Background: an optimization exercise with open tools, aiming at small area and a short achievable clock period. Do not read the settings as production practice. Function was checked by simulation only, so behaviour that the tests miss may differ from the original. No activity file was given, so power comes from the tool's default toggle rates.

===== flow/config.mk =====
export PLATFORM = sky130hd
export DESIGN_NAME = ALU_TOP
export DESIGN_NICKNAME = ALU_TOP
export VERILOG_FILES = /design/flow/design.v
export SDC_FILE = /design/flow/constraint.sdc
export NUM_CORES = 4
export LEC_CHECK = 0
export ABC_AREA = 1
export CAP_MARGIN = 20
export CORE_MARGIN = 2
export CORE_UTILIZATION = 40
export CTS_BUF_LIST = sky130_fd_sc_hd__clkbuf_8
export SLEW_MARGIN = 20

===== flow/constraint.sdc =====
create_clock -name core_clock -period 32.0 [get_ports {CLK}]
set_input_delay 6.4000 -clock core_clock [delete_from_list [all_inputs] [get_ports {CLK}]]
set_output_delay 6.4000 -clock core_clock [all_outputs]
set_load 0.01 [all_outputs]

===== flow/design.v =====
module ALU_TOP #(parameter Width = 16)
(
  input  [Width-1:0] A,
  input  [Width-1:0] B,
  input  [3:0]       ALU_FUN,
  input              CLK,
  input              RST,
  output [Width-1:0] Arith_OUT,
  output             Arith_Flag,
  output             Carry_OUT,
  output [Width-1:0] Logic_Out,
  output             Logic_Flag,
  output [Width-1:0] CMP_OUT,
  output             CMP_Flag,
  output             Shift_Flag,
  output [Width-1:0] Shift_OUT
);
  wire mul1 = (ALU_FUN == 4'b0010);
  wire div1 = (ALU_FUN == 4'b0011);
  wire s1 = ~ALU_FUN[2] & (ALU_FUN[0] | ALU_FUN[3]);
  wire [15:0] bx1 = B ^ {16{s1}};
  wire [16:0] bz1;
  assign bz1[0] = 1'b1;
  assign bz1[1] = bz1[0] & ~B[15];
  assign bz1[2] = bz1[1] & ~B[14];
  assign bz1[3] = bz1[2] & ~B[13];
  assign bz1[4] = bz1[3] & ~B[12];
  assign bz1[5] = bz1[4] & ~B[11];
  assign bz1[6] = bz1[5] & ~B[10];
  assign bz1[7] = bz1[6] & ~B[9];
  assign bz1[8] = bz1[7] & ~B[8];
  assign bz1[9] = bz1[8] & ~B[7];
  assign bz1[10] = bz1[9] & ~B[6];
  assign bz1[11] = bz1[10] & ~B[5];
  assign bz1[12] = bz1[11] & ~B[4];
  assign bz1[13] = bz1[12] & ~B[3];
  assign bz1[14] = bz1[13] & ~B[2];
  assign bz1[15] = bz1[14] & ~B[1];
  assign bz1[16] = bz1[15] & ~B[0];
  wire r15_a = A[15] & ~mul1;
  wire [0:0] r15_t = r15_a;
  wire [0:0] r15_p = r15_t ^ bx1[0:0];
  wire [0:0] r15_g = r15_t & bx1[0:0];
  wire r15_G1 = r15_g[0] | (r15_p[0] & s1);
  wire [0:0] r15_s;
  assign r15_s[0] = r15_p[0] ^ s1;
  wire r15_c = r15_G1;
  wire r15_sel = (mul1 & A[15]) | (div1 & bz1[15] & r15_c);
  wire [0:0] r15_r = r15_sel ? r15_s : r15_t;
  wire r14_a = A[14] & ~mul1;
  wire [1:0] r14_t = {r15_r[0:0], r14_a};
  wire [1:0] r14_p = r14_t ^ bx1[1:0];
  wire [1:0] r14_g = r14_t & bx1[1:0];
  wire r14_G1 = r14_g[0] | (r14_p[0] & s1);
  wire r14_G2 = r14_g[1] | (r14_p[1] & r14_G1);
  wire [1:0] r14_s;
  assign r14_s[0] = r14_p[0] ^ s1;
  assign r14_s[1] = r14_p[1] ^ r14_G1;
  wire r14_c = r14_G2;
  wire r14_sel = (mul1 & A[14]) | (div1 & bz1[14] & r14_c);
  wire [1:0] r14_r = r14_sel ? r14_s : r14_t;
  wire r13_a = A[13] & ~mul1;
  wire [2:0] r13_t = {r14_r[1:0], r13_a};
  wire [2:0] r13_p = r13_t ^ bx1[2:0];
  wire [2:0] r13_g = r13_t & bx1[2:0];
  wire r13_G1 = r13_g[0] | (r13_p[0] & s1);
  wire r13_G2 = r13_g[2] | (r13_p[2] & r13_g[1]);
  wire r13_P2 = r13_p[2] & r13_p[1];
  wire r13_G3 = r13_G2 | (r13_P2 & r13_G1);
  wire r13_G4 = r13_g[1] | (r13_p[1] & r13_G1);
  wire [2:0] r13_s;
  assign r13_s[0] = r13_p[0] ^ s1;
  assign r13_s[1] = r13_p[1] ^ r13_G1;
  assign r13_s[2] = r13_p[2] ^ r13_G4;
  wire r13_c = r13_G3;
  wire r13_sel = (mul1 & A[13]) | (div1 & bz1[13] & r13_c);
  wire [2:0] r13_r = r13_sel ? r13_s : r13_t;
  wire r12_a = A[12] & ~mul1;
  wire [3:0] r12_t = {r13_r[2:0], r12_a};
  wire [3:0] r12_p = r12_t ^ bx1[3:0];
  wire [3:0] r12_g = r12_t & bx1[3:0];
  wire r12_G1 = r12_g[0] | (r12_p[0] & s1);
  wire r12_G2 = r12_g[2] | (r12_p[2] & r12_g[1]);
  wire r12_P2 = r12_p[2] & r12_p[1];
  wire r12_G3 = r12_G2 | (r12_P2 & r12_G1);
  wire r12_G4 = r12_g[1] | (r12_p[1] & r12_G1);
  wire r12_G5 = r12_g[3] | (r12_p[3] & r12_G3);
  wire [3:0] r12_s;
  assign r12_s[0] = r12_p[0] ^ s1;
  assign r12_s[1] = r12_p[1] ^ r12_G1;
  assign r12_s[2] = r12_p[2] ^ r12_G4;
  assign r12_s[3] = r12_p[3] ^ r12_G3;
  wire r12_c = r12_G5;
  wire r12_sel = (mul1 & A[12]) | (div1 & bz1[12] & r12_c);
  wire [3:0] r12_r = r12_sel ? r12_s : r12_t;
  wire r11_a = A[11] & ~mul1;
  wire [4:0] r11_t = {r12_r[3:0], r11_a};
  wire [4:0] r11_p = r11_t ^ bx1[4:0];
  wire [4:0] r11_g = r11_t & bx1[4:0];
  wire r11_G1 = r11_g[0] | (r11_p[0] & s1);
  wire r11_G2 = r11_g[2] | (r11_p[2] & r11_g[1]);
  wire r11_P2 = r11_p[2] & r11_p[1];
  wire r11_G3 = r11_g[4] | (r11_p[4] & r11_g[3]);
  wire r11_P3 = r11_p[4] & r11_p[3];
  wire r11_G4 = r11_G2 | (r11_P2 & r11_G1);
  wire r11_G5 = r11_G3 | (r11_P3 & r11_G4);
  wire r11_G6 = r11_g[1] | (r11_p[1] & r11_G1);
  wire r11_G7 = r11_g[3] | (r11_p[3] & r11_G4);
  wire [4:0] r11_s;
  assign r11_s[0] = r11_p[0] ^ s1;
  assign r11_s[1] = r11_p[1] ^ r11_G1;
  assign r11_s[2] = r11_p[2] ^ r11_G6;
  assign r11_s[3] = r11_p[3] ^ r11_G4;
  assign r11_s[4] = r11_p[4] ^ r11_G7;
  wire r11_c = r11_G5;
  wire r11_sel = (mul1 & A[11]) | (div1 & bz1[11] & r11_c);
  wire [4:0] r11_r = r11_sel ? r11_s : r11_t;
  wire r10_a = A[10] & ~mul1;
  wire [5:0] r10_t = {r11_r[4:0], r10_a};
  wire [5:0] r10_p = r10_t ^ bx1[5:0];
  wire [5:0] r10_g = r10_t & bx1[5:0];
  wire r10_G1 = r10_g[0] | (r10_p[0] & s1);
  wire r10_G2 = r10_g[2] | (r10_p[2] & r10_g[1]);
  wire r10_P2 = r10_p[2] & r10_p[1];
  wire r10_G3 = r10_g[4] | (r10_p[4] & r10_g[3]);
  wire r10_P3 = r10_p[4] & r10_p[3];
  wire r10_G4 = r10_G2 | (r10_P2 & r10_G1);
  wire r10_G5 = r10_G3 | (r10_P3 & r10_G4);
  wire r10_G6 = r10_g[1] | (r10_p[1] & r10_G1);
  wire r10_G7 = r10_g[3] | (r10_p[3] & r10_G4);
  wire r10_G8 = r10_g[5] | (r10_p[5] & r10_G5);
  wire [5:0] r10_s;
  assign r10_s[0] = r10_p[0] ^ s1;
  assign r10_s[1] = r10_p[1] ^ r10_G1;
  assign r10_s[2] = r10_p[2] ^ r10_G6;
  assign r10_s[3] = r10_p[3] ^ r10_G4;
  assign r10_s[4] = r10_p[4] ^ r10_G7;
  assign r10_s[5] = r10_p[5] ^ r10_G5;
  wire r10_c = r10_G8;
  wire r10_sel = (mul1 & A[10]) | (div1 & bz1[10] & r10_c);
  wire [5:0] r10_r = r10_sel ? r10_s : r10_t;
  wire r9_a = A[9] & ~mul1;
  wire [6:0] r9_t = {r10_r[5:0], r9_a};
  wire [6:0] r9_p = r9_t ^ bx1[6:0];
  wire [6:0] r9_g = r9_t & bx1[6:0];
  wire r9_G1 = r9_g[0] | (r9_p[0] & s1);
  wire r9_G2 = r9_g[2] | (r9_p[2] & r9_g[1]);
  wire r9_P2 = r9_p[2] & r9_p[1];
  wire r9_G3 = r9_g[4] | (r9_p[4] & r9_g[3]);
  wire r9_P3 = r9_p[4] & r9_p[3];
  wire r9_G4 = r9_g[6] | (r9_p[6] & r9_g[5]);
  wire r9_P4 = r9_p[6] & r9_p[5];
  wire r9_G5 = r9_G2 | (r9_P2 & r9_G1);
  wire r9_G6 = r9_G4 | (r9_P4 & r9_G3);
  wire r9_P6 = r9_P4 & r9_P3;
  wire r9_G7 = r9_G6 | (r9_P6 & r9_G5);
  wire r9_G8 = r9_G3 | (r9_P3 & r9_G5);
  wire r9_G9 = r9_g[1] | (r9_p[1] & r9_G1);
  wire r9_G10 = r9_g[3] | (r9_p[3] & r9_G5);
  wire r9_G11 = r9_g[5] | (r9_p[5] & r9_G8);
  wire [6:0] r9_s;
  assign r9_s[0] = r9_p[0] ^ s1;
  assign r9_s[1] = r9_p[1] ^ r9_G1;
  assign r9_s[2] = r9_p[2] ^ r9_G9;
  assign r9_s[3] = r9_p[3] ^ r9_G5;
  assign r9_s[4] = r9_p[4] ^ r9_G10;
  assign r9_s[5] = r9_p[5] ^ r9_G8;
  assign r9_s[6] = r9_p[6] ^ r9_G11;
  wire r9_c = r9_G7;
  wire r9_sel = (mul1 & A[9]) | (div1 & bz1[9] & r9_c);
  wire [6:0] r9_r = r9_sel ? r9_s : r9_t;
  wire r8_a = A[8] & ~mul1;
  wire [7:0] r8_t = {r9_r[6:0], r8_a};
  wire [7:0] r8_p = r8_t ^ bx1[7:0];
  wire [7:0] r8_g = r8_t & bx1[7:0];
  wire r8_G1 = r8_g[0] | (r8_p[0] & s1);
  wire r8_G2 = r8_g[2] | (r8_p[2] & r8_g[1]);
  wire r8_P2 = r8_p[2] & r8_p[1];
  wire r8_G3 = r8_g[4] | (r8_p[4] & r8_g[3]);
  wire r8_P3 = r8_p[4] & r8_p[3];
  wire r8_G4 = r8_g[6] | (r8_p[6] & r8_g[5]);
  wire r8_P4 = r8_p[6] & r8_p[5];
  wire r8_G5 = r8_G2 | (r8_P2 & r8_G1);
  wire r8_G6 = r8_G4 | (r8_P4 & r8_G3);
  wire r8_P6 = r8_P4 & r8_P3;
  wire r8_G7 = r8_G6 | (r8_P6 & r8_G5);
  wire r8_G8 = r8_G3 | (r8_P3 & r8_G5);
  wire r8_G9 = r8_g[1] | (r8_p[1] & r8_G1);
  wire r8_G10 = r8_g[3] | (r8_p[3] & r8_G5);
  wire r8_G11 = r8_g[5] | (r8_p[5] & r8_G8);
  wire r8_G12 = r8_g[7] | (r8_p[7] & r8_G7);
  wire [7:0] r8_s;
  assign r8_s[0] = r8_p[0] ^ s1;
  assign r8_s[1] = r8_p[1] ^ r8_G1;
  assign r8_s[2] = r8_p[2] ^ r8_G9;
  assign r8_s[3] = r8_p[3] ^ r8_G5;
  assign r8_s[4] = r8_p[4] ^ r8_G10;
  assign r8_s[5] = r8_p[5] ^ r8_G8;
  assign r8_s[6] = r8_p[6] ^ r8_G11;
  assign r8_s[7] = r8_p[7] ^ r8_G7;
  wire r8_c = r8_G12;
  wire r8_sel = (mul1 & A[8]) | (div1 & bz1[8] & r8_c);
  wire [7:0] r8_r = r8_sel ? r8_s : r8_t;
  wire r7_a = A[7] & ~mul1;
  wire [8:0] r7_t = {r8_r[7:0], r7_a};
  wire [8:0] r7_p = r7_t ^ bx1[8:0];
  wire [8:0] r7_g = r7_t & bx1[8:0];
  wire r7_G1 = r7_g[0] | (r7_p[0] & s1);
  wire r7_G2 = r7_g[2] | (r7_p[2] & r7_g[1]);
  wire r7_P2 = r7_p[2] & r7_p[1];
  wire r7_G3 = r7_g[4] | (r7_p[4] & r7_g[3]);
  wire r7_P3 = r7_p[4] & r7_p[3];
  wire r7_G4 = r7_g[6] | (r7_p[6] & r7_g[5]);
  wire r7_P4 = r7_p[6] & r7_p[5];
  wire r7_G5 = r7_g[8] | (r7_p[8] & r7_g[7]);
  wire r7_P5 = r7_p[8] & r7_p[7];
  wire r7_G6 = r7_G2 | (r7_P2 & r7_G1);
  wire r7_G7 = r7_G4 | (r7_P4 & r7_G3);
  wire r7_P7 = r7_P4 & r7_P3;
  wire r7_G8 = r7_G7 | (r7_P7 & r7_G6);
  wire r7_G9 = r7_G3 | (r7_P3 & r7_G6);
  wire r7_G10 = r7_G5 | (r7_P5 & r7_G8);
  wire r7_G11 = r7_g[1] | (r7_p[1] & r7_G1);
  wire r7_G12 = r7_g[3] | (r7_p[3] & r7_G6);
  wire r7_G13 = r7_g[5] | (r7_p[5] & r7_G9);
  wire r7_G14 = r7_g[7] | (r7_p[7] & r7_G8);
  wire [8:0] r7_s;
  assign r7_s[0] = r7_p[0] ^ s1;
  assign r7_s[1] = r7_p[1] ^ r7_G1;
  assign r7_s[2] = r7_p[2] ^ r7_G11;
  assign r7_s[3] = r7_p[3] ^ r7_G6;
  assign r7_s[4] = r7_p[4] ^ r7_G12;
  assign r7_s[5] = r7_p[5] ^ r7_G9;
  assign r7_s[6] = r7_p[6] ^ r7_G13;
  assign r7_s[7] = r7_p[7] ^ r7_G8;
  assign r7_s[8] = r7_p[8] ^ r7_G14;
  wire r7_c = r7_G10;
  wire r7_sel = (mul1 & A[7]) | (div1 & bz1[7] & r7_c);
  wire [8:0] r7_r = r7_sel ? r7_s : r7_t;
  reg [15:0]   BXr;   
  reg [6:0]  Alo;
  reg [8:0] Rr;    
  reg [15:7]   Qr;
  reg [1:0]    Fr;
  reg fA, fL, fC, fS;
  always @(posedge CLK) begin
    BXr <= bx1;
    Alo <= A[6:0];
    Rr  <= r7_r;
    Qr  <= {r15_sel, r14_sel, r13_sel, r12_sel, r11_sel, r10_sel, r9_sel, r8_sel, r7_sel};
    Fr  <= ALU_FUN[1:0];
  end
  always @(posedge CLK or negedge RST) begin
    if (!RST) begin
      fA <= 1'b0; fL <= 1'b0; fC <= 1'b0; fS <= 1'b0;
    end else begin
      fA <= (ALU_FUN[3:2] == 2'b00);
      fL <= (ALU_FUN[3:2] == 2'b01);
      fC <= (ALU_FUN[3:2] == 2'b10);
      fS <= (ALU_FUN[3:2] == 2'b11);
    end
  end
  wire add2 = fA & (Fr == 2'b00);
  wire sub2 = fA & (Fr == 2'b01);
  wire mul2 = fA & (Fr == 2'b10);
  wire div2 = fA & (Fr == 2'b11);
  wire sr = Fr[0] | fC;
  wire [16:0] bz2;
  assign bz2[0] = 1'b1;
  assign bz2[1] = bz2[0] & BXr[15];
  assign bz2[2] = bz2[1] & BXr[14];
  assign bz2[3] = bz2[2] & BXr[13];
  assign bz2[4] = bz2[3] & BXr[12];
  assign bz2[5] = bz2[4] & BXr[11];
  assign bz2[6] = bz2[5] & BXr[10];
  assign bz2[7] = bz2[6] & BXr[9];
  assign bz2[8] = bz2[7] & BXr[8];
  assign bz2[9] = bz2[8] & BXr[7];
  assign bz2[10] = bz2[9] & BXr[6];
  assign bz2[11] = bz2[10] & BXr[5];
  assign bz2[12] = bz2[11] & BXr[4];
  assign bz2[13] = bz2[12] & BXr[3];
  assign bz2[14] = bz2[13] & BXr[2];
  assign bz2[15] = bz2[14] & BXr[1];
  assign bz2[16] = bz2[15] & BXr[0];
  wire [15:0] Alo16 = {9'b0, Alo};
  wire r6_a = Alo16[6] & ~mul2;
  wire [9:0] r6_t = {Rr[8:0], r6_a};
  wire [9:0] r6_p = r6_t ^ BXr[9:0];
  wire [9:0] r6_g = r6_t & BXr[9:0];
  wire r6_G1 = r6_g[0] | (r6_p[0] & sr);
  wire r6_G2 = r6_g[2] | (r6_p[2] & r6_g[1]);
  wire r6_P2 = r6_p[2] & r6_p[1];
  wire r6_G3 = r6_g[4] | (r6_p[4] & r6_g[3]);
  wire r6_P3 = r6_p[4] & r6_p[3];
  wire r6_G4 = r6_g[6] | (r6_p[6] & r6_g[5]);
  wire r6_P4 = r6_p[6] & r6_p[5];
  wire r6_G5 = r6_g[8] | (r6_p[8] & r6_g[7]);
  wire r6_P5 = r6_p[8] & r6_p[7];
  wire r6_G6 = r6_G2 | (r6_P2 & r6_G1);
  wire r6_G7 = r6_G4 | (r6_P4 & r6_G3);
  wire r6_P7 = r6_P4 & r6_P3;
  wire r6_G8 = r6_G7 | (r6_P7 & r6_G6);
  wire r6_G9 = r6_G3 | (r6_P3 & r6_G6);
  wire r6_G10 = r6_G5 | (r6_P5 & r6_G8);
  wire r6_G11 = r6_g[1] | (r6_p[1] & r6_G1);
  wire r6_G12 = r6_g[3] | (r6_p[3] & r6_G6);
  wire r6_G13 = r6_g[5] | (r6_p[5] & r6_G9);
  wire r6_G14 = r6_g[7] | (r6_p[7] & r6_G8);
  wire r6_G15 = r6_g[9] | (r6_p[9] & r6_G10);
  wire [9:0] r6_s;
  assign r6_s[0] = r6_p[0] ^ sr;
  assign r6_s[1] = r6_p[1] ^ r6_G1;
  assign r6_s[2] = r6_p[2] ^ r6_G11;
  assign r6_s[3] = r6_p[3] ^ r6_G6;
  assign r6_s[4] = r6_p[4] ^ r6_G12;
  assign r6_s[5] = r6_p[5] ^ r6_G9;
  assign r6_s[6] = r6_p[6] ^ r6_G13;
  assign r6_s[7] = r6_p[7] ^ r6_G8;
  assign r6_s[8] = r6_p[8] ^ r6_G14;
  assign r6_s[9] = r6_p[9] ^ r6_G10;
  wire r6_c = r6_G15;
  wire r6_sel = (mul2 & Alo16[6]) | (div2 & bz2[6] & r6_c);
  wire [9:0] r6_r = r6_sel ? r6_s : r6_t;
  wire r5_a = Alo16[5] & ~mul2;
  wire [10:0] r5_t = {r6_r[9:0], r5_a};
  wire [10:0] r5_p = r5_t ^ BXr[10:0];
  wire [10:0] r5_g = r5_t & BXr[10:0];
  wire r5_G1 = r5_g[0] | (r5_p[0] & sr);
  wire r5_G2 = r5_g[2] | (r5_p[2] & r5_g[1]);
  wire r5_P2 = r5_p[2] & r5_p[1];
  wire r5_G3 = r5_g[4] | (r5_p[4] & r5_g[3]);
  wire r5_P3 = r5_p[4] & r5_p[3];
  wire r5_G4 = r5_g[6] | (r5_p[6] & r5_g[5]);
  wire r5_P4 = r5_p[6] & r5_p[5];
  wire r5_G5 = r5_g[8] | (r5_p[8] & r5_g[7]);
  wire r5_P5 = r5_p[8] & r5_p[7];
  wire r5_G6 = r5_g[10] | (r5_p[10] & r5_g[9]);
  wire r5_P6 = r5_p[10] & r5_p[9];
  wire r5_G7 = r5_G2 | (r5_P2 & r5_G1);
  wire r5_G8 = r5_G4 | (r5_P4 & r5_G3);
  wire r5_P8 = r5_P4 & r5_P3;
  wire r5_G9 = r5_G6 | (r5_P6 & r5_G5);
  wire r5_P9 = r5_P6 & r5_P5;
  wire r5_G10 = r5_G8 | (r5_P8 & r5_G7);
  wire r5_G11 = r5_G9 | (r5_P9 & r5_G10);
  wire r5_G12 = r5_G3 | (r5_P3 & r5_G7);
  wire r5_G13 = r5_G5 | (r5_P5 & r5_G10);
  wire r5_G14 = r5_g[1] | (r5_p[1] & r5_G1);
  wire r5_G15 = r5_g[3] | (r5_p[3] & r5_G7);
  wire r5_G16 = r5_g[5] | (r5_p[5] & r5_G12);
  wire r5_G17 = r5_g[7] | (r5_p[7] & r5_G10);
  wire r5_G18 = r5_g[9] | (r5_p[9] & r5_G13);
  wire [10:0] r5_s;
  assign r5_s[0] = r5_p[0] ^ sr;
  assign r5_s[1] = r5_p[1] ^ r5_G1;
  assign r5_s[2] = r5_p[2] ^ r5_G14;
  assign r5_s[3] = r5_p[3] ^ r5_G7;
  assign r5_s[4] = r5_p[4] ^ r5_G15;
  assign r5_s[5] = r5_p[5] ^ r5_G12;
  assign r5_s[6] = r5_p[6] ^ r5_G16;
  assign r5_s[7] = r5_p[7] ^ r5_G10;
  assign r5_s[8] = r5_p[8] ^ r5_G17;
  assign r5_s[9] = r5_p[9] ^ r5_G13;
  assign r5_s[10] = r5_p[10] ^ r5_G18;
  wire r5_c = r5_G11;
  wire r5_sel = (mul2 & Alo16[5]) | (div2 & bz2[5] & r5_c);
  wire [10:0] r5_r = r5_sel ? r5_s : r5_t;
  wire r4_a = Alo16[4] & ~mul2;
  wire [11:0] r4_t = {r5_r[10:0], r4_a};
  wire [11:0] r4_p = r4_t ^ BXr[11:0];
  wire [11:0] r4_g = r4_t & BXr[11:0];
  wire r4_G1 = r4_g[0] | (r4_p[0] & sr);
  wire r4_G2 = r4_g[2] | (r4_p[2] & r4_g[1]);
  wire r4_P2 = r4_p[2] & r4_p[1];
  wire r4_G3 = r4_g[4] | (r4_p[4] & r4_g[3]);
  wire r4_P3 = r4_p[4] & r4_p[3];
  wire r4_G4 = r4_g[6] | (r4_p[6] & r4_g[5]);
  wire r4_P4 = r4_p[6] & r4_p[5];
  wire r4_G5 = r4_g[8] | (r4_p[8] & r4_g[7]);
  wire r4_P5 = r4_p[8] & r4_p[7];
  wire r4_G6 = r4_g[10] | (r4_p[10] & r4_g[9]);
  wire r4_P6 = r4_p[10] & r4_p[9];
  wire r4_G7 = r4_G2 | (r4_P2 & r4_G1);
  wire r4_G8 = r4_G4 | (r4_P4 & r4_G3);
  wire r4_P8 = r4_P4 & r4_P3;
  wire r4_G9 = r4_G6 | (r4_P6 & r4_G5);
  wire r4_P9 = r4_P6 & r4_P5;
  wire r4_G10 = r4_G8 | (r4_P8 & r4_G7);
  wire r4_G11 = r4_G9 | (r4_P9 & r4_G10);
  wire r4_G12 = r4_G3 | (r4_P3 & r4_G7);
  wire r4_G13 = r4_G5 | (r4_P5 & r4_G10);
  wire r4_G14 = r4_g[1] | (r4_p[1] & r4_G1);
  wire r4_G15 = r4_g[3] | (r4_p[3] & r4_G7);
  wire r4_G16 = r4_g[5] | (r4_p[5] & r4_G12);
  wire r4_G17 = r4_g[7] | (r4_p[7] & r4_G10);
  wire r4_G18 = r4_g[9] | (r4_p[9] & r4_G13);
  wire r4_G19 = r4_g[11] | (r4_p[11] & r4_G11);
  wire [11:0] r4_s;
  assign r4_s[0] = r4_p[0] ^ sr;
  assign r4_s[1] = r4_p[1] ^ r4_G1;
  assign r4_s[2] = r4_p[2] ^ r4_G14;
  assign r4_s[3] = r4_p[3] ^ r4_G7;
  assign r4_s[4] = r4_p[4] ^ r4_G15;
  assign r4_s[5] = r4_p[5] ^ r4_G12;
  assign r4_s[6] = r4_p[6] ^ r4_G16;
  assign r4_s[7] = r4_p[7] ^ r4_G10;
  assign r4_s[8] = r4_p[8] ^ r4_G17;
  assign r4_s[9] = r4_p[9] ^ r4_G13;
  assign r4_s[10] = r4_p[10] ^ r4_G18;
  assign r4_s[11] = r4_p[11] ^ r4_G11;
  wire r4_c = r4_G19;
  wire r4_sel = (mul2 & Alo16[4]) | (div2 & bz2[4] & r4_c);
  wire [11:0] r4_r = r4_sel ? r4_s : r4_t;
  wire r3_a = Alo16[3] & ~mul2;
  wire [12:0] r3_t = {r4_r[11:0], r3_a};
  wire [12:0] r3_p = r3_t ^ BXr[12:0];
  wire [12:0] r3_g = r3_t & BXr[12:0];
  wire r3_G1 = r3_g[0] | (r3_p[0] & sr);
  wire r3_G2 = r3_g[2] | (r3_p[2] & r3_g[1]);
  wire r3_P2 = r3_p[2] & r3_p[1];
  wire r3_G3 = r3_g[4] | (r3_p[4] & r3_g[3]);
  wire r3_P3 = r3_p[4] & r3_p[3];
  wire r3_G4 = r3_g[6] | (r3_p[6] & r3_g[5]);
  wire r3_P4 = r3_p[6] & r3_p[5];
  wire r3_G5 = r3_g[8] | (r3_p[8] & r3_g[7]);
  wire r3_P5 = r3_p[8] & r3_p[7];
  wire r3_G6 = r3_g[10] | (r3_p[10] & r3_g[9]);
  wire r3_P6 = r3_p[10] & r3_p[9];
  wire r3_G7 = r3_g[12] | (r3_p[12] & r3_g[11]);
  wire r3_P7 = r3_p[12] & r3_p[11];
  wire r3_G8 = r3_G2 | (r3_P2 & r3_G1);
  wire r3_G9 = r3_G4 | (r3_P4 & r3_G3);
  wire r3_P9 = r3_P4 & r3_P3;
  wire r3_G10 = r3_G6 | (r3_P6 & r3_G5);
  wire r3_P10 = r3_P6 & r3_P5;
  wire r3_G11 = r3_G9 | (r3_P9 & r3_G8);
  wire r3_G12 = r3_G10 | (r3_P10 & r3_G11);
  wire r3_G13 = r3_G3 | (r3_P3 & r3_G8);
  wire r3_G14 = r3_G5 | (r3_P5 & r3_G11);
  wire r3_G15 = r3_G7 | (r3_P7 & r3_G12);
  wire r3_G16 = r3_g[1] | (r3_p[1] & r3_G1);
  wire r3_G17 = r3_g[3] | (r3_p[3] & r3_G8);
  wire r3_G18 = r3_g[5] | (r3_p[5] & r3_G13);
  wire r3_G19 = r3_g[7] | (r3_p[7] & r3_G11);
  wire r3_G20 = r3_g[9] | (r3_p[9] & r3_G14);
  wire r3_G21 = r3_g[11] | (r3_p[11] & r3_G12);
  wire [12:0] r3_s;
  assign r3_s[0] = r3_p[0] ^ sr;
  assign r3_s[1] = r3_p[1] ^ r3_G1;
  assign r3_s[2] = r3_p[2] ^ r3_G16;
  assign r3_s[3] = r3_p[3] ^ r3_G8;
  assign r3_s[4] = r3_p[4] ^ r3_G17;
  assign r3_s[5] = r3_p[5] ^ r3_G13;
  assign r3_s[6] = r3_p[6] ^ r3_G18;
  assign r3_s[7] = r3_p[7] ^ r3_G11;
  assign r3_s[8] = r3_p[8] ^ r3_G19;
  assign r3_s[9] = r3_p[9] ^ r3_G14;
  assign r3_s[10] = r3_p[10] ^ r3_G20;
  assign r3_s[11] = r3_p[11] ^ r3_G12;
  assign r3_s[12] = r3_p[12] ^ r3_G21;
  wire r3_c = r3_G15;
  wire r3_sel = (mul2 & Alo16[3]) | (div2 & bz2[3] & r3_c);
  wire [12:0] r3_r = r3_sel ? r3_s : r3_t;
  wire r2_a = Alo16[2] & ~mul2;
  wire [13:0] r2_t = {r3_r[12:0], r2_a};
  wire [13:0] r2_p = r2_t ^ BXr[13:0];
  wire [13:0] r2_g = r2_t & BXr[13:0];
  wire r2_G1 = r2_g[0] | (r2_p[0] & sr);
  wire r2_G2 = r2_g[2] | (r2_p[2] & r2_g[1]);
  wire r2_P2 = r2_p[2] & r2_p[1];
  wire r2_G3 = r2_g[4] | (r2_p[4] & r2_g[3]);
  wire r2_P3 = r2_p[4] & r2_p[3];
  wire r2_G4 = r2_g[6] | (r2_p[6] & r2_g[5]);
  wire r2_P4 = r2_p[6] & r2_p[5];
  wire r2_G5 = r2_g[8] | (r2_p[8] & r2_g[7]);
  wire r2_P5 = r2_p[8] & r2_p[7];
  wire r2_G6 = r2_g[10] | (r2_p[10] & r2_g[9]);
  wire r2_P6 = r2_p[10] & r2_p[9];
  wire r2_G7 = r2_g[12] | (r2_p[12] & r2_g[11]);
  wire r2_P7 = r2_p[12] & r2_p[11];
  wire r2_G8 = r2_G2 | (r2_P2 & r2_G1);
  wire r2_G9 = r2_G4 | (r2_P4 & r2_G3);
  wire r2_P9 = r2_P4 & r2_P3;
  wire r2_G10 = r2_G6 | (r2_P6 & r2_G5);
  wire r2_P10 = r2_P6 & r2_P5;
  wire r2_G11 = r2_G9 | (r2_P9 & r2_G8);
  wire r2_G12 = r2_G10 | (r2_P10 & r2_G11);
  wire r2_G13 = r2_G3 | (r2_P3 & r2_G8);
  wire r2_G14 = r2_G5 | (r2_P5 & r2_G11);
  wire r2_G15 = r2_G7 | (r2_P7 & r2_G12);
  wire r2_G16 = r2_g[1] | (r2_p[1] & r2_G1);
  wire r2_G17 = r2_g[3] | (r2_p[3] & r2_G8);
  wire r2_G18 = r2_g[5] | (r2_p[5] & r2_G13);
  wire r2_G19 = r2_g[7] | (r2_p[7] & r2_G11);
  wire r2_G20 = r2_g[9] | (r2_p[9] & r2_G14);
  wire r2_G21 = r2_g[11] | (r2_p[11] & r2_G12);
  wire r2_G22 = r2_g[13] | (r2_p[13] & r2_G15);
  wire [13:0] r2_s;
  assign r2_s[0] = r2_p[0] ^ sr;
  assign r2_s[1] = r2_p[1] ^ r2_G1;
  assign r2_s[2] = r2_p[2] ^ r2_G16;
  assign r2_s[3] = r2_p[3] ^ r2_G8;
  assign r2_s[4] = r2_p[4] ^ r2_G17;
  assign r2_s[5] = r2_p[5] ^ r2_G13;
  assign r2_s[6] = r2_p[6] ^ r2_G18;
  assign r2_s[7] = r2_p[7] ^ r2_G11;
  assign r2_s[8] = r2_p[8] ^ r2_G19;
  assign r2_s[9] = r2_p[9] ^ r2_G14;
  assign r2_s[10] = r2_p[10] ^ r2_G20;
  assign r2_s[11] = r2_p[11] ^ r2_G12;
  assign r2_s[12] = r2_p[12] ^ r2_G21;
  assign r2_s[13] = r2_p[13] ^ r2_G15;
  wire r2_c = r2_G22;
  wire r2_sel = (mul2 & Alo16[2]) | (div2 & bz2[2] & r2_c);
  wire [13:0] r2_r = r2_sel ? r2_s : r2_t;
  wire r1_a = Alo16[1] & ~mul2;
  wire [14:0] r1_t = {r2_r[13:0], r1_a};
  wire [14:0] r1_p = r1_t ^ BXr[14:0];
  wire [14:0] r1_g = r1_t & BXr[14:0];
  wire r1_G1 = r1_g[0] | (r1_p[0] & sr);
  wire r1_G2 = r1_g[2] | (r1_p[2] & r1_g[1]);
  wire r1_P2 = r1_p[2] & r1_p[1];
  wire r1_G3 = r1_g[4] | (r1_p[4] & r1_g[3]);
  wire r1_P3 = r1_p[4] & r1_p[3];
  wire r1_G4 = r1_g[6] | (r1_p[6] & r1_g[5]);
  wire r1_P4 = r1_p[6] & r1_p[5];
  wire r1_G5 = r1_g[8] | (r1_p[8] & r1_g[7]);
  wire r1_P5 = r1_p[8] & r1_p[7];
  wire r1_G6 = r1_g[10] | (r1_p[10] & r1_g[9]);
  wire r1_P6 = r1_p[10] & r1_p[9];
  wire r1_G7 = r1_g[12] | (r1_p[12] & r1_g[11]);
  wire r1_P7 = r1_p[12] & r1_p[11];
  wire r1_G8 = r1_g[14] | (r1_p[14] & r1_g[13]);
  wire r1_P8 = r1_p[14] & r1_p[13];
  wire r1_G9 = r1_G2 | (r1_P2 & r1_G1);
  wire r1_G10 = r1_G4 | (r1_P4 & r1_G3);
  wire r1_P10 = r1_P4 & r1_P3;
  wire r1_G11 = r1_G6 | (r1_P6 & r1_G5);
  wire r1_P11 = r1_P6 & r1_P5;
  wire r1_G12 = r1_G8 | (r1_P8 & r1_G7);
  wire r1_P12 = r1_P8 & r1_P7;
  wire r1_G13 = r1_G10 | (r1_P10 & r1_G9);
  wire r1_G14 = r1_G12 | (r1_P12 & r1_G11);
  wire r1_P14 = r1_P12 & r1_P11;
  wire r1_G15 = r1_G14 | (r1_P14 & r1_G13);
  wire r1_G16 = r1_G11 | (r1_P11 & r1_G13);
  wire r1_G17 = r1_G3 | (r1_P3 & r1_G9);
  wire r1_G18 = r1_G5 | (r1_P5 & r1_G13);
  wire r1_G19 = r1_G7 | (r1_P7 & r1_G16);
  wire r1_G20 = r1_g[1] | (r1_p[1] & r1_G1);
  wire r1_G21 = r1_g[3] | (r1_p[3] & r1_G9);
  wire r1_G22 = r1_g[5] | (r1_p[5] & r1_G17);
  wire r1_G23 = r1_g[7] | (r1_p[7] & r1_G13);
  wire r1_G24 = r1_g[9] | (r1_p[9] & r1_G18);
  wire r1_G25 = r1_g[11] | (r1_p[11] & r1_G16);
  wire r1_G26 = r1_g[13] | (r1_p[13] & r1_G19);
  wire [14:0] r1_s;
  assign r1_s[0] = r1_p[0] ^ sr;
  assign r1_s[1] = r1_p[1] ^ r1_G1;
  assign r1_s[2] = r1_p[2] ^ r1_G20;
  assign r1_s[3] = r1_p[3] ^ r1_G9;
  assign r1_s[4] = r1_p[4] ^ r1_G21;
  assign r1_s[5] = r1_p[5] ^ r1_G17;
  assign r1_s[6] = r1_p[6] ^ r1_G22;
  assign r1_s[7] = r1_p[7] ^ r1_G13;
  assign r1_s[8] = r1_p[8] ^ r1_G23;
  assign r1_s[9] = r1_p[9] ^ r1_G18;
  assign r1_s[10] = r1_p[10] ^ r1_G24;
  assign r1_s[11] = r1_p[11] ^ r1_G16;
  assign r1_s[12] = r1_p[12] ^ r1_G25;
  assign r1_s[13] = r1_p[13] ^ r1_G19;
  assign r1_s[14] = r1_p[14] ^ r1_G26;
  wire r1_c = r1_G15;
  wire r1_sel = (mul2 & Alo16[1]) | (div2 & bz2[1] & r1_c);
  wire [14:0] r1_r = r1_sel ? r1_s : r1_t;
  wire r0_a = Alo16[0] & ~mul2;
  wire [15:0] r0_t = {r1_r[14:0], r0_a};
  wire [15:0] r0_p = r0_t ^ BXr[15:0];
  wire [15:0] r0_g = r0_t & BXr[15:0];
  wire r0_G1 = r0_g[0] | (r0_p[0] & sr);
  wire r0_G2 = r0_g[2] | (r0_p[2] & r0_g[1]);
  wire r0_P2 = r0_p[2] & r0_p[1];
  wire r0_G3 = r0_g[4] | (r0_p[4] & r0_g[3]);
  wire r0_P3 = r0_p[4] & r0_p[3];
  wire r0_G4 = r0_g[6] | (r0_p[6] & r0_g[5]);
  wire r0_P4 = r0_p[6] & r0_p[5];
  wire r0_G5 = r0_g[8] | (r0_p[8] & r0_g[7]);
  wire r0_P5 = r0_p[8] & r0_p[7];
  wire r0_G6 = r0_g[10] | (r0_p[10] & r0_g[9]);
  wire r0_P6 = r0_p[10] & r0_p[9];
  wire r0_G7 = r0_g[12] | (r0_p[12] & r0_g[11]);
  wire r0_P7 = r0_p[12] & r0_p[11];
  wire r0_G8 = r0_g[14] | (r0_p[14] & r0_g[13]);
  wire r0_P8 = r0_p[14] & r0_p[13];
  wire r0_G9 = r0_G2 | (r0_P2 & r0_G1);
  wire r0_G10 = r0_G4 | (r0_P4 & r0_G3);
  wire r0_P10 = r0_P4 & r0_P3;
  wire r0_G11 = r0_G6 | (r0_P6 & r0_G5);
  wire r0_P11 = r0_P6 & r0_P5;
  wire r0_G12 = r0_G8 | (r0_P8 & r0_G7);
  wire r0_P12 = r0_P8 & r0_P7;
  wire r0_G13 = r0_G10 | (r0_P10 & r0_G9);
  wire r0_G14 = r0_G12 | (r0_P12 & r0_G11);
  wire r0_P14 = r0_P12 & r0_P11;
  wire r0_G15 = r0_G14 | (r0_P14 & r0_G13);
  wire r0_G16 = r0_G11 | (r0_P11 & r0_G13);
  wire r0_G17 = r0_G3 | (r0_P3 & r0_G9);
  wire r0_G18 = r0_G5 | (r0_P5 & r0_G13);
  wire r0_G19 = r0_G7 | (r0_P7 & r0_G16);
  wire r0_G20 = r0_g[1] | (r0_p[1] & r0_G1);
  wire r0_G21 = r0_g[3] | (r0_p[3] & r0_G9);
  wire r0_G22 = r0_g[5] | (r0_p[5] & r0_G17);
  wire r0_G23 = r0_g[7] | (r0_p[7] & r0_G13);
  wire r0_G24 = r0_g[9] | (r0_p[9] & r0_G18);
  wire r0_G25 = r0_g[11] | (r0_p[11] & r0_G16);
  wire r0_G26 = r0_g[13] | (r0_p[13] & r0_G19);
  wire r0_G27 = r0_g[15] | (r0_p[15] & r0_G15);
  wire [15:0] r0_s;
  assign r0_s[0] = r0_p[0] ^ sr;
  assign r0_s[1] = r0_p[1] ^ r0_G1;
  assign r0_s[2] = r0_p[2] ^ r0_G20;
  assign r0_s[3] = r0_p[3] ^ r0_G9;
  assign r0_s[4] = r0_p[4] ^ r0_G21;
  assign r0_s[5] = r0_p[5] ^ r0_G17;
  assign r0_s[6] = r0_p[6] ^ r0_G22;
  assign r0_s[7] = r0_p[7] ^ r0_G13;
  assign r0_s[8] = r0_p[8] ^ r0_G23;
  assign r0_s[9] = r0_p[9] ^ r0_G18;
  assign r0_s[10] = r0_p[10] ^ r0_G24;
  assign r0_s[11] = r0_p[11] ^ r0_G16;
  assign r0_s[12] = r0_p[12] ^ r0_G25;
  assign r0_s[13] = r0_p[13] ^ r0_G19;
  assign r0_s[14] = r0_p[14] ^ r0_G26;
  assign r0_s[15] = r0_p[15] ^ r0_G15;
  wire r0_c = r0_G27;
  wire r0_sel = (mul2 & Alo16[0]) | (div2 & bz2[0] & r0_c) | add2 | sub2;
  wire r0_rsel = (mul2 & Alo16[0]) | add2 | sub2;
  wire [15:0] r0_r = r0_rsel ? r0_s : r0_t;
  wire [15:0] Ar = {Rr, Alo};    
  assign Arith_OUT  = div2 ? {Qr, r6_sel, r5_sel, r4_sel, r3_sel, r2_sel, r1_sel, r0_sel} : (fA ? r0_r : 16'b0);
  assign Arith_Flag = fA;
  assign Carry_OUT  = add2 & r0_c;
  reg [15:0] lo;    
  always @(*) begin
    case (Fr)
      2'b00: lo = Ar & BXr;
      2'b01: lo = Ar | BXr;
      2'b10: lo = ~(Ar & BXr);
      default: lo = ~(Ar | BXr);
    endcase
  end
  assign Logic_Out  = fL ? lo : 16'b0;
  assign Logic_Flag = fL;
  wire eq = &(r0_t ^ BXr);
  wire ge = r0_c;
  wire gt = ge & ~eq;
  wire lt = ~ge;
  wire [1:0] cmp = (Fr == 2'b01) ? {1'b0, eq} :
                   (Fr == 2'b10) ? {gt, 1'b0} :
                   (Fr == 2'b11) ? {lt, lt} : 2'b00;
  assign CMP_OUT  = {14'b0, fC ? cmp : 2'b00};
  assign CMP_Flag = fC;
  reg [15:0] sh;
  always @(*) begin
    case (Fr)
      2'b00: sh = Ar >> 1;
      2'b01: sh = Ar << 1;
      2'b10: sh = BXr >> 1;      
      default: sh = BXr << 1;
    endcase
  end
  assign Shift_OUT  = fS ? sh : 16'b0;
  assign Shift_Flag = fS;
endmodule

===== flow/flow/run.sh =====
#!/bin/bash
# The standard layout, with two changes: synthesis leaves the adders to abc
# (no full/half-adder cells are extracted; registers are untouched), and the
# ports are buffered with the smallest buffer.
export BUFFER_PORTS_ARGS="-buffer_cell sky130_fd_sc_hd__buf_1"
bash standard.sh ADDER_MAP_FILE= finish > standard.log 2>&1

===== flow/standard.sh =====
#!/bin/bash
# synth_recipe.tcl (not shown) runs the flow's synth.tcl, then flattens the netlist and writes it again
# the make line also repeats each setting of config.mk as NAME=value (left out here)
make -C /OpenROAD-flow-scripts/flow DESIGN_CONFIG=/design/flow/config.mk WORK_HOME=/design/flow/orfs CLKGATE_MAP_FILE= SYNTH_SCRIPT=/design/flow/synth_recipe.tcl "${@:-finish}"

==> impl_results.md, run 1 <==
* Seq pwr share at 18.0%
* HP Class: input pin to async pin
* Die width at between 150 and 200 microns
* Psw at 0.000241 W
* Cell family with most CP delay: simple AND/OR/NAND/NOR gates
* Crit-path slowest cell: nor4_2
* Max Slew Vio Count at 0
* Max clock buf depth at 2
* Detailed-router iteration count before antenna repair at 6
* Setup WS pre-CTS at 13.85 ns
* Synth Register Bits at 47
* Final setup margin at ~13 ns
* DP HPWL at 32400 microns
* Post-CTS sizing at 0
* Die area at 28400 sq um
* Fin cells at 2503
* Req. time, crit path at 25.60 ns
* WL final at 40000 microns
* I/O pin count at 107
* Biggest area consumer among synthesized cells: nand2_1
* Sequential share of the synthesized area at 8.86%
* Total gr overflow at 0
* Ys flop type: dfxtp_1
* Power after layout at 0.000421 W
* Setup crit end kind: output pin
* Ys Warns at 1
* Clock sink total at 47
* Unrepaired setup endpoints after global routing: no
* Hold_buf cts at 0
* Share of layout cells above drive strength 1 at under 10%
* Most numerous cell on the critical path: nand2_1
* Mapped Cells at ~2100
* Vias in the first global route at 11739
* Total GRT Usage at 27.3%
* First-pass GRT wire length at between 60000 and 70000 microns
* Most frequent cell after synthesis: nand2_1
* WP data arrival at 12.36 ns
* Final hold vios at 0
* Count of buffers from port buffering at 92
* Switching fraction of total power at ~57%
* Fmax at 53.3 MHz
* Post-synthesis cell type count at 59
* Final net count at 2199
* CTS tree: done
* LEAKAGE at 6.44 nW
* Critical path launch point type: register
* Yosys top cell area share at 27.0%
* Core area at 26800 sq um
* Clock transition at path regs at about 0.1 ns
* Clock power frac at 9.1%
* # rows at 60
* Period utilization at 58.6%
* Clock period minus final worst setup slack at about 19 ns
* Area Overhead vs Synth at 4.48%
* Worst path bufs/invs at 4
* Combinational Power Share at between 70 and 80%
* Mapped cell area at 10800 sq um
* DR iter-0 viols at 1161
* Kind of critical path: register to output pin
* Peak supply drop at 0.0000181 V
* Setup TNS at 0 ns
* CP max stage delay at approximately 0.46 ns
* Avg Inst Size Synth at 5.16 sq um
* Placed Cells incl. Taps at 2495
* Post-synth EDFFs at 0
* Post-CTS setup buffer count at 0
* Via count at 13243
* Status: timing/DRC/antenna clean
* CTS Buf Count at 5
* Commonest cells post-synth: nand2_1 (781), nand3_1 (291), inv_1 (236)
* Critical-path maximum fanout at 43
* Max H-tree Level at 2
* Top cells by area, synth: nand2_1 (27%), nand3_1 (13%), inv_1 (8.2%)
* Final setup vio count at 0
* Max_cap viols at 0
* Initial Util at approximately two fifths
* Largest net degree at the start of global routing at 46
* Final Wtd Congestion at 0.985
* Pint at between 0.00015 and 0.0002 W
* ANT nets after route at 0
* Clk root buf: clkbuf_8
* Worst relative slew slack at 38.0%
* Initial antenna violation count at 1
* Residual DRC at 0
* Routed vias/inst at 5.29
* Slew @ Worst Pin at 0.928 ns
* Die height at 169 microns
* Asr flop ratio synth at 8.51%
* PD cells at roughly 37 nW/um^2
* WL/cell at 16.0 microns
[routing by layer]
metal / wire (microns) / GRT usage (%) / vias to the layer above
li1: - / - / 6773
met1: 16000 / 32.5 / 5846
met2: 18300 / 46.7 / 494
met3: 3380 / 4.65 / 130
met4: 2260 / 14.9 / 0
met5: 0 / 0 / -
[layout by cell type, fill, tap and decap left out, drive strengths merged, types with 5 or more instances in the layout]
master	n
a21oi	97
nand4	9
clkbuf	6
nor3	5
o221ai	7
o21bai	5
xnor2	26
buf	105
dfxtp	43
nor4	5
nand3b	12
inv	272
clkinv	7
nand2	850
o21ai	99
o211ai	8
conb	14
xor2	70
nor2	168
a21boi	7
or2	7
and2	6
nand3	308
[power by group through the flow]
stage / clock (W) / combinational [W] / sequential [W]
5_1_grt: 0.0000418 / 0.000344 / 0.0000760
2_1_floorplan: 0 / 0.000240 / 0.0000682
6_report: 0.0000382 / 0.000307 / 0.0000758
3_3_place_gp: 0 / 0.000299 / 0.0000768
4_1_cts: 0.0000397 / 0.000302 / 0.0000754
3_5_place_dp: 0 / 0.000301 / 0.0000768
[layout make-up]
| class | instances | area, sq um |
|---|---|---|
| antenna | 1 | 2.50 |
| clock buffer | 6 | 82.6 |
| clock inverter | 1 | 8.76 |
| fill | 3101 | 15500 |
| inverter | 278 | 1050 |
| multi-input combinational | 1724 | 8360 |
| sequential | 47 | 961 |
| tap | 341 | 427 |
| timing repair buffer | 105 | 443 |
[path summary, 6_finish.rpt]
kind	slack, ns	cells past startpoint	end	start
worst max-delay path	13.24	82	Carry_OUT	Fr[0]
min in group core_clock	6.17	1	Alo[0]	A[0]
worst min-delay path	5.89	1	fA	RST
max in group asynchronous	25.90	1	fL	RST
[cell families (layout without fill, tap and decap cells)]
kind of cell	Yosys count	after routing	share of synthesized area [%]
AOI/OAI and AO/OA	241	241	13.0
xor gates and xnor gates	96	96	7.82
buffers and inverters	345	390	14.5
DFF	47	47	8.86
other	1	15	0.0346
and+or+nand+nor	1373	1373	55.8
[sequential cells by signal, summed over array words and instances (netlist names)]
register / flops
fA: 1
fS: 1
Alo: 7
Rr: 9
Fr: 2
fL: 1
Qr: 9
BXr: 16
fC: 1
[stage by stage]
step	hold WS (ns)	instance area, sq um	utilization [%]
finish	5.89	11300	42.3
global route	5.89	11300	42.3
CTS	5.88	11300	42.3
detailed placement	6.24	11200	41.9
global placement	6.24	11200	41.9
floorplan	6.10	10900	-
==> run 2: changes to the inputs <==
==> flow/flow/run.sh (replaced) <==
#!/bin/bash
export BUFFER_PORTS_ARGS="-buffer_cell sky130_fd_sc_hd__buf_1"
cp -r "$FLOW_HOME/scripts" ./scripts_abc
printf 'strash\ndc2\ndch\nmap -B 0.9\ntopo\nstime -c\nbuffer -c\nupsize -c\ndnsize -c\n' > scripts_abc/abc_area.script
bash standard.sh SCRIPTS_DIR=$PWD/scripts_abc ADDER_MAP_FILE= SETUP_SLACK_MARGIN=13.5 finish > standard.log 2>&1
==> run 2 against run 1 <==
- combinational power up 38%
- design area grew 27%
- via count shrank 3.0%
- still clean
- non-clock buffer count up 317
- worst setup slack worse by 1.1 ns
- first-iteration DRC count is 9.0% higher
- largest cell class unchanged
- sequential power shrank 0.5%
- clock-buffer cell count fell by 1
- die area fell by 12%
- fmax is 5.4% lower
==> impl_results.md, run 2 <==
* Total gr overflow at 0 (unchanged)
* Storage element area at 978 sq um (+1.8%)
* Clock period minus final worst setup slack at 19.83 ns (+1.07 ns)
* Detailed-router iteration count before antenna repair at 6 (unchanged)
* WL final at 43300 microns (+8.5%)
* DP HPWL at 26900 microns (-17%)
* Synth Register Bits at 47 (unchanged)
* Clk root buf: clkbuf_8
* PD cells at 37.8 nW/um^2 (+1.9%)
* Vias in the first global route at 11258 (-4.1%)
* Commonest non-fill, non-tap cell in the layout: nand2_1
* Die height at 158 microns (-6.1%)
* Max_cap viols at 0 (unchanged)
* Critical-path maximum fanout at 7 (-84%)
* Biggest area consumer among synthesized cells: nand2_1
* Crit-path slowest cell: nand2_1
* Initial Util at 40.7% (+0.26 points)
* Max H-tree Level at 2 (unchanged)
* Final setup vio count at 0 (unchanged)
* Most frequent cells in the layout: nand2_1 (409), buf_4 (307), inv_1 (151)
* Most flops, register: BXr
* Final hold vios at 0 (unchanged)
* Max Slew Vio Count at 0 (unchanged)
* Critical path launch point: Fr[0]
* Pint at 0.000268 W (+49%)
* Clock sink total at 47 (unchanged)
* Max clock buf depth at 2 (unchanged)
* Most numerous cell on the critical path: nand2_2
* Sequential share of the synthesized area at 10.1% (+1.2 points)
* Ys flop type: dfxtp_1
* Share of layout cells above drive strength 1 at 43.6% (+35 points)
* LEAKAGE at 7.04 nW (+9.3%)
* Clock power frac at 8.1% (-1.0 points)
* Seq pwr share at 13.9% (-4.1 points)
* Core area at 23400 sq um (-13%)
* Ys Warns at 1 (unchanged)
* Largest net degree at the start of global routing at 35 (-24%)
* Residual DRC at 0 (unchanged)
* Psw at 0.000277 W (+15%)
* Final net count at 2025 (-7.9%)
* Worst relative slew slack at 37.0% (-1.1 points)
* Power after layout at 0.000544 W (+29%)
* Antenna cells at 0 (-1)
* WL/cell at 18.8 microns (+18%)
* Via count at 12840 (-3.0%)
* Post-synthesis cell type count at 64 (+8.5%)
* Switching fraction of total power at 50.8% (-6.5 points)
* Commonest cells post-synth: nand2_1 (510), inv_1 (168), nand3_1 (114)
* Kind of critical path: register to output pin
* Die area at 25100 sq um (-12%)
* Setup crit end kind: output pin
* Yosys top cell area share at 20.1% (-6.9 points)
* Final design utilization at 61.5% (+19 points)
* Fmax at 50.4 MHz (-5.4%)
* CTS tree: done
* Most frequent cell after synthesis: nand2_1
* Asr flop ratio synth at 8.51% (unchanged)
* Fin Hold WS at 5.89 ns (-0.00472 ns)
* CP max stage delay at 0.50 ns (+0.04 ns)
* Area occupied by multi-input gates at 9110 sq um (+8.9%)
* Period utilization at 62.0% (+3.3 points)
* Final Wtd Congestion at 1.01 (+2.3%)
* Mapped Cells at 1597 (-24%)
* Initial antenna violation count at 0 (-1)
* ANT nets after route at 0 (unchanged)
* WP data arrival at 13.43 ns (+1.07 ns)
* Max reg flops at 16 (unchanged)
* Setup TNS at 0 ns (unchanged)
* Die width at 158 microns (-6.1%)
* Routed vias/inst at 5.57 (+5.2%)
* # rows at 56 (-6.7%)
* I/O pin count at 107 (unchanged)
* Mapped cell area at 9530 sq um (-12%)
* Top cells by area, synth: nand2_1 (20%), dfxtp_1 (9.0%), nand3_2 (8.2%)
* Post-synth EDFFs at 0 (unchanged)
* Critical path launch point type: register
* Clock transition at path regs at 0.09 ns (about the same)
* Peak supply drop at 0.0000187 V (+2.9%)
* Total GRT Usage at 30.4% (+3.1 points)
* Status: timing/DRC/antenna clean
* Fillers at 2075 (-33%)
* Count of buffers from port buffering at 92 (unchanged)
* Combinational Power Share at 78.0% (+5.1 points)
* Area Overhead vs Synth at 51.0%
* Req. time, crit path at 25.60 ns (about the same)
* DR iter-0 viols at 1265 (+9.0%)
* Top Registers: BXr: 16 flops, Qr: 9 flops, Rr: 9 flops
* Avg Inst Size Synth at 5.97 sq um (+16%)
* CTS Buf Count at 5 (unchanged)
* Unrepaired setup endpoints after global routing: yes
* First-pass GRT wire length at 59400 microns (-2.9%)
* HP Class: input pin to async pin
* Slew @ Worst Pin at 0.944 ns (+0.0158 ns)
## run 2: changes by cell type after synthesis, sizes merged, moves of 7 or more
cell    previous run  this run
nand2            850       581
nor2             168        58
nand3            308       202
inv              271       186
o21ai             99       154
or2                7        35
a21oi             97        71
o22ai              1        13
a211oi             1        12
maj3               0        11
xor2              70        59
a31oi              4        11
## run 2: logic make-up after synthesis
kind of cell    share of synthesized area [%]
fa+ha+maj                                1.27
flops                                    10.1
xor+xnor                                 7.52
mux                                     0.368
buf+inv                                  13.5
compound gates                           19.0
other cells                            0.0393
simple gates                             48.2
## run 2: cell type report
class,count,share of cell area [%]
flip-flops and latches,47,6.80
inverters,196,5.41
well taps,319,2.77
repair buffers,422,20.9
repair inverters,1,0.113
multi-input cells,1314,63.3
clock buffers,5,0.478
clock inverters,3,0.304
## run 2: timing repair
item                                    in CTS  in global routing
gates resized for setup                    155                293
buffers inserted                           215                106
pin swaps                                   68                149
endpoints found under the setup margin      29                 29
hold buffers                                 0                  0
gates cloned                                10                  2
## run 2: final timing paths
kind,slack (ns),endpoint
worst min-delay path,5.89,fS
max in group asynchronous,25.91,fC
min in group core_clock,6.17,Alo[6]
worst max-delay path,12.17,Arith_OUT[6]
## run 2: per-stage QoR
step                cells  area (sq um)  setup slack (ns)
floorplan            1610          9580             14.59
global placement     1966          9850             11.08
detailed placement   1966          9850             10.83
CTS                  2199         12300             13.02
global route         2307         14400             11.43
finish               2307         14400             12.17
## run 2: metal layers
layer / vias up / routed length, microns / GRT usage, %
met3: 259 / 4250 / 5.31
li1: 5994 / - / -
met2: 707 / 20200 / 51.8
met1: 5880 / 15800 / 35.7
met4: 0 / 3110 / 18.2
met5: - / 0 / 0
## run 2: power groups by stage
stage / Clock, W / Combinational (W) / Sequential, W
floorplan: 0 / 0.000209 / 0.0000688
global placement: 0 / 0.000253 / 0.0000761
detailed placement: 0 / 0.000255 / 0.0000761
CTS: 0.0000447 / 0.000334 / 0.0000743
global route: 0.0000471 / 0.000455 / 0.0000756
finish: 0.0000443 / 0.000425 / 0.0000754
## run 2: critical path: cells and delay by family, from the launching register on
| family | cells | cell delay (ns) |
|---|---|---|
| and+or+nand+nor | 84 | 7.88 |
| buffers and inverters | 26 | 2.93 |
| AOI/OAI and AO/OA | 13 | 1.83 |
| DFF | 1 | 0.41 |
==> run 3: changes to the inputs <==
==> flow/flow/run.sh (replaced) <==
#!/bin/bash
export BUFFER_PORTS_ARGS="-buffer_cell sky130_fd_sc_hd__buf_1"
cp -r "$FLOW_HOME/scripts" ./scripts_abc
printf 'strash\ndc2\ndch\nmap -B 0.9\ntopo\nstime -c\nbuffer -c\nupsize -c\ndnsize -c\n' > scripts_abc/abc_area.script
bash standard.sh SCRIPTS_DIR=$PWD/scripts_abc ADDER_MAP_FILE= SETUP_SLACK_MARGIN=12.5 finish > standard.log 2>&1
==> run 3 against run 2 <==
- routed wire length fell by 15%
- die area did not move
- first-iteration DRC count fell by 34%
- fmax rose by 2.1%
- flip-flop and latch count unchanged
- combinational power is 25% lower
- non-clock buffer count shrank 209
- worst setup slack gained 0.41 ns
- area after synthesis unchanged
- clock-buffer cell count is the same
- synthesized cell count is the same
- largest cell class unchanged
==> impl_results.md, run 3 <==
* Mux contribution to synthesized area at 0.368% (unchanged)
* Setup WS pre-CTS at 10.83 ns (unchanged)
* Post-synthesis simple-gate area fraction at 48.2% (unchanged)
* Max_cap viols at 0 (unchanged)
* Fin area at 11800 sq um (-18%)
* Most frequent cells in the layout: nand2_1 (456), inv_1 (162), buf_4 (119)
* HP Class: input pin to async pin
* Vias in the first global route at 9847 (-13%)
* Met3 Track Usage GR at 4.84% (-0.46 points)
* Critical path launch point type: register
* Ys Warns at 1 (unchanged)
* Most frequent cell after synthesis: nand2_1
* Psw at 0.000234 W (-16%)
* Combinational Power Share at 72.9% (-5.1 points)
* Commonest non-fill, non-tap cell in the layout: nand2_1
* Max clock buf depth at 2 (unchanged)
* Critical-path maximum fanout at 10 (+3)
* Area Overhead vs Synth at 24.1%
* Final design utilization at 50.6% (-11 points)
* Clock transition at path regs at 0.09 ns (about the same)
* Ys flop type: dfxtp_1
* Met1 Use GR at 33.6% (-2.1 points)
* # rows at 56 (unchanged)
* Final setup margin at 12.57 ns (+0.406 ns)
* PD cells at 37.1 nW/um^2 (-2.0%)
* DR iter-0 viols at 829 (-34%)
* Met2 usage at 45.9% (-5.9 points)
* Post-synthesis cell type count at 64 (unchanged)
* Sequential share of the synthesized area at 10.1% (unchanged)
* Seq pwr share at 17.1% (+3.2 points)
* Clock period minus final worst setup slack at 19.43 ns (-0.406 ns)
* Initial antenna violation count at 0 (unchanged)
* I/O pin count at 107 (unchanged)
* Antenna cells at 0 (unchanged)
* ANT nets after route at 0 (unchanged)
* Top cells by area, synth: nand2_1 (20%), dfxtp_1 (9.0%), nand3_2 (8.2%)
* Setup TNS at 0 ns (unchanged)
* First-pass GRT wire length at 53100 microns (-11%)
* Total GRT Usage at 27.5% (-2.9 points)
* Most numerous cell on the critical path: nand3_4
* Max Slew Vio Count at 0 (unchanged)
* Initial Util at 40.7% (unchanged)
* Mapped Cells at 1597 (unchanged)
* Worst relative slew slack at 37.8% (+0.84 points)
* Share of layout cells above drive strength 1 at 30.4% (-13 points)
* Die area at 25100 sq um (unchanged)
* Compound-gate portion of the synthesized area at 19.0% (unchanged)
* Period utilization at 60.7% (-1.3 points)
* Biggest area consumer among synthesized cells: nand2_1
* CTS Buf Count at 5 (unchanged)
* Avg Inst Size Synth at 5.97 sq um (unchanged)
* Yosys top cell area share at 20.1% (unchanged)
* Clock sink total at 47 (unchanged)
* Detailed-router iteration count before antenna repair at 6 (unchanged)
* Pint at 0.000205 W (-23%)
* Gr busiest metal: met2
* Commonest cells post-synth: nand2_1 (510), inv_1 (168), nand3_1 (114)
* Largest net degree at the start of global routing at 35 (unchanged)
* Clk root buf: clkbuf_8
* Crit-path slowest cell: dfrtp_2
* Adder-cell share of the synthesized area at 1.27% (unchanged)
* Die width at 158 microns (unchanged)
* Die height at 158 microns (unchanged)
* Setup crit end kind: output pin
* Routed vias/inst at 5.40 (-2.9%)
* Switching fraction of total power at 53.3% (+2.5 points)
* Most flops, register: BXr
* Total gr overflow at 0 (unchanged)
* CTS tree: done
* Largest family of logic cells by synthesized area: simple AND/OR/NAND/NOR gates
* DP Area at 9850 sq um (unchanged)
* CP max stage delay at 0.45 ns (-0.05 ns)
* Unrepaired setup endpoints after global routing: yes
* WL final at 36700 microns (-15%)
* Final setup vio count at 0 (unchanged)
* LEAKAGE at 5.80 nW (-18%)
* Count of buffers from port buffering at 92 (unchanged)
* Final Wtd Congestion at 1.01 (unchanged)
* Fraction of synthesized cell area in xor and xnor cells at 7.52% (unchanged)
* Final net count at 1814 (-10%)
* Max H-tree Level at 2 (unchanged)
* Fmax at 51.5 MHz (+2.1%)
* Top Registers: BXr: 16 flops, Qr: 9 flops, Rr: 9 flops
* Status: timing/DRC/antenna clean
* Residual DRC at 0 (unchanged)
* Post-synth EDFFs at 0 (unchanged)
* WL/cell at 17.5 microns (-6.8%)
* Mapped cell area at 9530 sq um (unchanged)
* Kind of critical path: register to output pin
* Synth Register Bits at 47 (unchanged)
* Peak supply drop at 0.0000155 V (-17%)
* Asr flop ratio synth at 8.51% (unchanged)
* Final hold vios at 0 (unchanged)
* DP HPWL at 26900 microns (unchanged)
* Core area at 23400 sq um (unchanged)
* WP data arrival at 13.03 ns (-0.40 ns)
* Max reg flops at 16 (unchanged)
* Via count at 11322 (-12%)
* Clock power frac at 10.0% (+1.9 points)
* Slew @ Worst Pin at 0.929 ns (-0.0148 ns)
* Req. time, crit path at 25.60 ns (about the same)
[run 3: power by group through the flow]
stage | clock (W) | combinational (W) | sequential, W
3_5_place_dp | 0 | 0.000255 | 0.0000761
2_1_floorplan | 0 | 0.000209 | 0.0000688
5_1_grt | 0.0000473 | 0.000348 | 0.0000752
3_3_place_gp | 0 | 0.000253 | 0.0000761
6_report | 0.0000439 | 0.000320 | 0.0000749
4_1_cts | 0.0000447 | 0.000267 | 0.0000746
[run 3: cell type report]
class                           count  area (sq um)
Clock buffer                        5          68.8
Clock inverter                      3          43.8
Fill cell                        2467         11600
Inverter                          196           769
Multi-Input combinational cell   1313          8290
Sequential cell                    47           977
Tap cell                          319           399
Timing Repair Buffer              213          1280
[run 3: critical path, delay by kind of cell, from the launching register on]
family,cells,cell delay (ns)
AND/OR/NAND/NOR,100,9.68
AO/OA/AOI/OAI,12,1.65
buffers and inverters,8,0.86
flip-flops,1,0.45
[run 3: timing repair]
action,4_1_cts,5_1_grt
endpoints found under the setup margin,19,28
hold buffers,0,0
resized for setup,52,172
pin swaps,19,72
setup buffers,39,73
hold endpoints to repair,0,0
cloned,10,0
[run 3: path summary, 6_finish.rpt]
path	from	end	slack, ns	depth (start not counted)
min in group core_clock	A[6]	Alo[6]	6.17	1
max	fC	Arith_OUT[0]	12.57	120
max in group asynchronous	RST	fC	25.90	1
min	RST	fS	5.89	1
[run 3: metal layers]
| metal | vias to the layer above | wire [microns] | share of wire, % |
|---|---|---|---|
| met4 | 0 | 2240 | 6.1 |
| met5 | - | 0 | 0 |
| met1 | 5162 | 14400 | 39 |
| met3 | 136 | 2930 | 8.0 |
| li1 | 5571 | - | - |
| met2 | 453 | 17100 | 47 |
[run 3: metrics by stage]
step                instances  power (W)  hold WS [ns]
floorplan                1610   0.000278          6.10
global placement         1966   0.000329          6.24
detailed placement       1966   0.000331          6.24
CTS                      2023   0.000386          5.89
global route             2096   0.000471          5.89
finish                   2096   0.000439          5.89
[run 3: cell families after synthesis]
logic type               after synthesis
AO/OA/AOI/OAI                        292
XOR/XNOR                              81
adder cells (fa/ha/maj)               11
buffers and inverters                260
flip-flops                            47
multiplexers                           3
other                                  1
AND/OR/NAND/NOR                      902

port drivers added, routing unchanged:
How much do the figures lean on ideal ports? The routed layouts below were timed once more, with nothing changed but the port constraints.
Step 1 assumes that a clkbuf_16 drives the clock port and a buf_2 every other input.
Step 2 adds t to the input delays and takes it off the output delays; t is the mean of the earliest and latest rising clock arrival at the registers after step 1. Input paths then give back, and output paths get back, about the clock's delay inside the block.
Slacks: ideal ports / drivers / drivers and shift; pairs: ideal ports / drivers.
run	t, ns	slack for setup (ns)	worst setup path at the end
run 1	0.348	13.236 / 13.202 / 13.550	register to output
run 2	0.344	12.165 / 12.132 / 12.476	register to output
run 3	0.338	12.571 / 12.537 / 12.875	register to output
After both steps setup and hold are still met in every run listed.
